This is an optimization exercise on Yosys and OpenROAD, whose aim is small area, a short achievable clock period and few clock cycles, not a production implementation.
RTL that was checked went through simulation tests only; none was proved equivalent to the original.
No activity file was given, so power comes from the tool's default toggle rates.

==> module mest_pro_fetch, before the edit <==
module mest_pro_fetch(
    input  clk,
    input  i_reset_n,
    input  i_run,
    input  i_start,
    input  i_halt,
    input  i_jmp,
    input  i_ret,
    input  [7:0] i_const_K,
    output [15:0] o_prog_counter
);
reg [15:0] pc;
reg [15:0] ret_pc;
wire [15:0] pc_inc = pc + 16'd1;
always @(posedge clk or negedge i_reset_n)
begin
    if (~i_reset_n) begin
        pc     <= 16'd0;
        ret_pc <= 16'd0;
    end else begin
        if (i_jmp)
            ret_pc <= pc;
        if (~i_run)
            pc <= {15'd0, i_start};
        else if (i_jmp)
            pc <= {8'd0, i_const_K};
        else if (i_ret)
            pc <= ret_pc;
        else if (i_halt)
            pc <= 16'd0;
        else
            pc <= pc_inc;
    end
end
assign o_prog_counter = pc;
endmodule
==> module mest_pro_decode, before the edit <==
module mest_pro_decode(
    input  clk,
    input  i_reset_n,
    input  i_issue,
    input  [27:0] i_instr,
    output reg o_valid,
    output reg o_s0,
    output reg o_cin,
    output reg [7:0] o_a,
    output reg [7:1] o_bm,
    output reg [8:0] o_y
);
wire [3:0] op = i_instr[27:24];
wire [7:0] a  = i_instr[15:8];
wire [7:0] b  = i_instr[7:0];
wire       mul = (op == 4'd2);
reg [7:0] x;
reg [8:0] y;
always @(*)
begin
    x = 8'd0;
    y = 9'd0;
    case (op)
    4'd0: begin x = a; y = {1'b0, b}; end
    4'd1: begin x = a; y = ~{1'b0, b}; end
    4'd2: x = a;
    4'd3: x = a & b;
    4'd4: x = a | b;
    4'd5: x = {1'b0, a[7:1]};
    4'd6: begin x = {a[6:0], 1'b0}; y = {a[7], 8'd0}; end
    4'd7: begin x = ~a; y = {1'b1, 8'd0}; end
    default: ;
    endcase
end
always @(posedge clk or negedge i_reset_n)
begin
    if (~i_reset_n)
        o_valid <= 1'b0;
    else
        o_valid <= i_issue;
end
always @(posedge clk)
begin
    o_s0  <= mul ? b[0] : 1'b1;
    o_bm  <= mul ? b[7:1] : 7'd0;
    o_cin <= (op == 4'd1);
    o_a   <= x;
    o_y   <= y;
end
endmodule
==> module mest_pro, before the edit <==
module mest_pro#(
    parameter OP_CODE_SIZE     = 4,
    parameter INSTRUCTION_SIZE = OP_CODE_SIZE + 8 + 8 + 8,
    parameter ROM_DEPTH = 65536
)(
    input clk,
    input i_reset_n,
    input i_start,
    output [$clog2(ROM_DEPTH)-1  :0] o_prog_counter,
    input [INSTRUCTION_SIZE-1    :0] i_instruction,
    output [8-1 :0] o_result,
    output o_valid_result,
    output o_carry,
    output o_zero_flag,
    output o_all_done
);
wire       issue;       
wire       run;         
wire       start;
wire [3:0] op   = i_instruction[27:24];
wire       is_jmp  = issue & (op == 4'd8);
wire       is_ret  = issue & (op == 4'd9);
wire       is_halt = issue & (op == 4'd15);
wire       x_s0, x_cin;
wire [7:0] x_a;
wire [7:1] x_bm;
wire [8:0] x_y;
wire       x_valid;
mest_pro_ctrlr u_ctrlr(
    .clk        (clk),
    .i_reset_n  (i_reset_n),
    .i_start    (i_start),
    .i_redirect (is_jmp | is_ret),
    .i_halt     (is_halt),
    .o_start    (start),
    .o_run      (run),
    .o_issue    (issue),
    .o_all_done (o_all_done)
);
mest_pro_fetch u_fetch(
    .clk            (clk),
    .i_reset_n      (i_reset_n),
    .i_run          (run),
    .i_start        (start),
    .i_halt         (is_halt),
    .i_jmp          (is_jmp),
    .i_ret          (is_ret),
    .i_const_K      (i_instruction[23:16]),
    .o_prog_counter (o_prog_counter)
);
mest_pro_decode u_decode(
    .clk        (clk),
    .i_reset_n  (i_reset_n),
    .i_issue    (issue),
    .i_instr    (i_instruction),
    .o_valid    (x_valid),
    .o_s0       (x_s0),
    .o_cin      (x_cin),
    .o_a        (x_a),
    .o_bm       (x_bm),
    .o_y        (x_y)
);
mest_pro_exec u_exec(
    .clk            (clk),
    .i_reset_n      (i_reset_n),
    .i_valid        (x_valid),
    .i_s0           (x_s0),
    .i_cin          (x_cin),
    .i_a            (x_a),
    .i_bm           (x_bm),
    .i_y            (x_y),
    .o_valid_result (o_valid_result),
    .o_result       (o_result),
    .o_carry        (o_carry),
    .o_zero_flag    (o_zero_flag)
);
endmodule
export LEC_CHECK = 0
export ABC_AREA = 1
export CAP_MARGIN = 20
export CORE_MARGIN = 2
export CORE_UTILIZATION = 60
export CTS_BUF_LIST = sky130_fd_sc_hd__clkbuf_8
export SETUP_SLACK_MARGIN = 2.9
export SLEW_MARGIN = 20
create_clock -name core_clock -period 5.0 [get_ports {clk}]
standard.sh (not shown) runs the stock make flow with config.mk's settings and CLKGATE_MAP_FILE= SYNTH_SCRIPT=/design/flow/synth_recipe.tcl, a recipe that flattens the netlist after the stock synthesis.
==> flow/flow/run.sh <==
#!/bin/bash
# Layout: the standard synthesis, then the standard ORFS steps with plain
# buffers (not delay cells) on the ports and free resizing.
set -euo pipefail
bash standard.sh synth > synth.log 2>&1
bash standard.sh BUFFER_PORTS_ARGS="-buffer_cell sky130_fd_sc_hd__buf_1" MATCH_CELL_FOOTPRINT=0 finish > layout.log 2>&1
Testbench counts at the start, summed over its fixed seeds: cycles 7,274.
Rerun with:
--- a/flow/design.v
+++ b/flow/design.v
@@ -31,9 +31,8 @@
     input  clk,
     input  i_reset_n,
     input  i_run,
     input  i_start,
-    input  i_halt,
     input  i_jmp,
     input  i_ret,
     input  [7:0] i_const_K,
     output [15:0] o_prog_counter
@@ -54,10 +53,8 @@
         else if (i_jmp)
             pc <= {8'd0, i_const_K};
         else if (i_ret)
             pc <= ret_pc;
-        else if (i_halt)
-            pc <= 16'd0;
         else
             pc <= pc_inc;
     end
 end
@@ -78,8 +75,9 @@
 wire [3:0] op = i_instr[27:24];
 wire [7:0] a  = i_instr[15:8];
 wire [7:0] b  = i_instr[7:0];
 wire       mul = (op == 4'd2);
+wire       shl = (op == 4'd6);
 reg [7:0] x;
 reg [8:0] y;
 always @(*)
 begin
@@ -91,9 +89,9 @@
     4'd2: x = a;
     4'd3: x = a & b;
     4'd4: x = a | b;
     4'd5: x = {1'b0, a[7:1]};
-    4'd6: begin x = {a[6:0], 1'b0}; y = {a[7], 8'd0}; end
+    4'd6: x = a;
     4'd7: begin x = ~a; y = {1'b1, 8'd0}; end
     default: ;
     endcase
 end
@@ -105,10 +103,10 @@
         o_valid <= i_issue;
 end
 always @(posedge clk)
 begin
-    o_s0  <= mul ? b[0] : 1'b1;
-    o_bm  <= mul ? b[7:1] : 7'd0;
+    o_s0  <= mul ? b[0] : ~shl;
+    o_bm  <= mul ? b[7:1] : {6'd0, shl};
     o_cin <= (op == 4'd1);
     o_a   <= x;
     o_y   <= y;
 end
@@ -304,9 +302,8 @@
     .clk            (clk),
     .i_reset_n      (i_reset_n),
     .i_run          (run),
     .i_start        (start),
-    .i_halt         (is_halt),
     .i_jmp          (is_jmp),
     .i_ret          (is_ret),
     .i_const_K      (i_instruction[23:16]),
     .o_prog_counter (o_prog_counter)
What happened:
- total power came out higher by 19%
- non-clock buffer count grows by 8
- setup slack is worse by 0.047 ns
- count of clock-buffer cells in the layout rose by 2
- via count climbs by 4.3%
- clock skew stays flat
- wire length increases by 4.6%
- synthesized cell count came out higher by 4.0%
- global-route usage came out higher by 0.80 points
- cell count grows by 3.9%
- sequential power increases by about 10%
- first-iteration DRC count drops by 5.1%
- maximum frequency went down by 2.2%
For the second run of this note, only the layout was checked, not whether the RTL still works.

---

mest_pro, a different RTL version from the one above (not shown whole).
Size: roughly 590 cells after synthesis, roughly 94 flip-flops, about 59 I/O pins, about 4800 um2 of cells after synthesis.
clock: 5.0 ns
lec_check: 0
abc_area: 1
cap_margin: 20
core_margin: 2
core_utilization: 60
cts_buf_list: sky130_fd_sc_hd__clkbuf_8
setup_slack_margin: 2.95
slew_margin: 20
==> flow/flow/run.sh <==
#!/bin/bash
# Layout: the standard synthesis, then the standard ORFS steps with plain
# buffers (not delay cells) on the ports and free resizing.
set -euo pipefail
bash standard.sh synth > synth.log 2>&1
bash standard.sh BUFFER_PORTS_ARGS="-buffer_cell sky130_fd_sc_hd__buf_1" MATCH_CELL_FOOTPRINT=0 CTS_ARGS="-sink_clustering_enable -repair_clock_nets -buf_list sky130_fd_sc_hd__clkbuf_8 -dont_use_dummy_load" finish > layout.log 2>&1
Rerun with:
--- a/flow/design.v
+++ b/flow/design.v
@@ -37,31 +37,43 @@
     input  i_ret,
     input  [7:0] i_const_K,
     output [15:0] o_prog_counter
 );
 reg [15:0] pc;
 reg [15:0] ret_pc;
-wire [15:0] pc_inc = pc + 16'd1;
+wire [3:0]  g  = {&pc[11:8], &pc[7:4], &pc[3:0], 1'b1};
+wire [3:0]  gc = {g[3] & g[2] & g[1], g[2] & g[1], g[1], 1'b1};
+reg  [15:0] cy;
+integer i;
+always @(*)
+begin
+    for (i = 0; i < 4; i = i + 1) begin
+        cy[4*i]   = gc[i];
+        cy[4*i+1] = gc[i] & pc[4*i];
+        cy[4*i+2] = gc[i] & pc[4*i] & pc[4*i+1];
+        cy[4*i+3] = gc[i] & pc[4*i] & pc[4*i+1] & pc[4*i+2];
+    end
+end
+wire [15:0] pc_inc = pc ^ cy;
+wire [15:0] pc_seq = i_run ? pc_inc : {15'd0, i_start};
 always @(posedge clk or negedge i_reset_n)
 begin
     if (~i_reset_n) begin
         pc     <= 16'd0;
         ret_pc <= 16'd0;
     end else begin
         if (i_jmp)
             ret_pc <= pc;
-        if (~i_run)
-            pc <= {15'd0, i_start};
-        else if (i_jmp)
+        if (i_jmp)
             pc <= {8'd0, i_const_K};
         else if (i_ret)
             pc <= ret_pc;
         else if (i_halt)
             pc <= 16'd0;
         else
-            pc <= pc_inc;
+            pc <= pc_seq;
     end
 end
 assign o_prog_counter = pc;
 endmodule
 module mest_pro_decode(
     input  clk,
@@ -76,12 +88,13 @@
     output reg [8:0] o_y
 );
 wire [3:0] op = i_instr[27:24];
 wire [7:0] a  = i_instr[15:8];
 wire [7:0] b  = i_instr[7:0];
 wire       mul = (op == 4'd2);
+wire       shl = (op == 4'd6);
 reg [7:0] x;
 reg [8:0] y;
 always @(*)
 begin
     x = 8'd0;
     y = 9'd0;
@@ -89,13 +102,13 @@
     4'd0: begin x = a; y = {1'b0, b}; end
     4'd1: begin x = a; y = ~{1'b0, b}; end
     4'd2: x = a;
     4'd3: x = a & b;
     4'd4: x = a | b;
     4'd5: x = {1'b0, a[7:1]};
-    4'd6: begin x = {a[6:0], 1'b0}; y = {a[7], 8'd0}; end
+    4'd6: x = a;
     4'd7: begin x = ~a; y = {1'b1, 8'd0}; end
     default: ;
     endcase
 end
 always @(posedge clk or negedge i_reset_n)
 begin
@@ -103,14 +116,14 @@
         o_valid <= 1'b0;
     else
         o_valid <= i_issue;
 end
 always @(posedge clk)
 begin
-    o_s0  <= mul ? b[0] : 1'b1;
-    o_bm  <= mul ? b[7:1] : 7'd0;
+    o_s0  <= mul ? b[0] : ~shl;
+    o_bm  <= mul ? b[7:1] : {6'd0, shl};
     o_cin <= (op == 4'd1);
     o_a   <= x;
     o_y   <= y;
 end
 endmodule
 module mest_pro_exec(
@@ -179,13 +192,15 @@
 wire p_50 = ((i_a[7] & i_bm[1]) | i_y[8]) ^ p_24;
 wire p_51 = p_47 ^ p_48;
 wire p_52 = p_49 ^ p_22;
 wire p_53 = p_50 ^ p_51;
 wire p_54 = p_36 ^ p_52;
 wire p_55 = p_53 ^ p_54;
-reg [18:0] q;
+wire p_56 = p_38 ^ p_55;
+wire p_57 = p_56 ^ p_46;
+reg [16:0] q;
 reg v1;
 always @(posedge clk)
 begin
     q[0] <= p_1;
     q[1] <= p_3;
     q[2] <= p_7;
@@ -199,32 +214,28 @@
     q[10] <= p_33;
     q[11] <= p_43;
     q[12] <= p_42;
     q[13] <= p_37;
     q[14] <= p_45;
     q[15] <= p_44;
-    q[16] <= p_38;
-    q[17] <= p_55;
-    q[18] <= p_46;
+    q[16] <= p_57;
 end
 wire s_1 = q[4] ^ q[5];
 wire s_2 = q[4] & q[5];
 wire s_3 = q[7] ^ q[8] ^ q[9];
 wire s_4 = (q[7] & q[8]) | (q[9] & (q[7] ^ q[8]));
 wire s_5 = q[10] ^ q[11] ^ q[12];
 wire s_6 = (q[10] & q[11]) | (q[12] & (q[10] ^ q[11]));
 wire s_7 = q[13] ^ q[14] ^ q[15];
 wire s_8 = (q[13] & q[14]) | (q[15] & (q[13] ^ q[14]));
-wire s_9 = q[16] ^ q[17] ^ q[18];
-wire s_10 = (q[16] & q[17]) | (q[18] & (q[16] ^ q[17]));
 wire [4:0] fx, fy;
 assign fx[0] = q[6];
 assign fx[1] = s_3;
 assign fx[2] = s_5;
 assign fx[3] = s_7;
-assign fx[4] = s_9;
+assign fx[4] = q[16];
 assign fy[0] = s_1;
 assign fy[1] = s_2;
 assign fy[2] = s_4;
 assign fy[3] = s_6;
 assign fy[4] = s_8;
 wire [4:0] ag = fx & fy;
Global-route usage is lower by 0.24 points. Sequential power is lower by 3.5%. Setup slack is worse by 470 ps. Utilization is higher by 0.38 points. Non-clock buffer count is unchanged. Routed wire length is lower by 9.2%. Combinational power is lower by about 5%. Cell count is lower by 8.4%. Area after synthesis is lower by 5.4%.
No run of this note included a check of the RTL's function; only the layout flow was run.

[afterwards: timing with drivers on the ports]
Ports are ideal in the flow. The routed layouts listed here were re-timed in OpenROAD. Step 1 (the two cells are an assumption about what drives the block):
set clk [get_ports {clk}]
set_driving_cell -lib_cell sky130_fd_sc_hd__clkbuf_16 $clk
set_driving_cell -lib_cell sky130_fd_sc_hd__buf_2 [delete_from_list [all_inputs] $clk]
Step 2 times the ports against the registers' clock, not the clock port: input delays grow and output delays shrink by t, the midpoint of the rising clock arrivals with the driver on. Slacks: ideal / step 1 / step 2; pairs: ideal / step 1.
| run | shift t [ns] | setup WS [ns] | hold slack, ns | worst slew at a driven data input, ns |
|---|---|---|---|---|
| the first run of note 1 | 0.374 | 2.947 / 2.947 / 2.709 | 0.354 / 0.354 / 0.354 | 0.04 |
| the second run of note 1 | 0.372 | 2.901 / 2.901 / 2.700 | 0.356 / 0.356 / 0.356 | 0.03 |
| the first run of note 2 | 0.376 | 3.029 / 2.998 / 2.721 | 0.335 / 0.335 / 0.335 | 0.03 |
| the second run of note 2 | 0.364 | 2.562 / 2.562 / 2.562 | 0.350 / 0.350 / 0.350 | 0.04 |
After both steps every run listed still meets setup and hold. The setup slack of the first run of note 2, which loses most, moves by -0.031 ns with the drivers and by -0.308 ns with both steps.
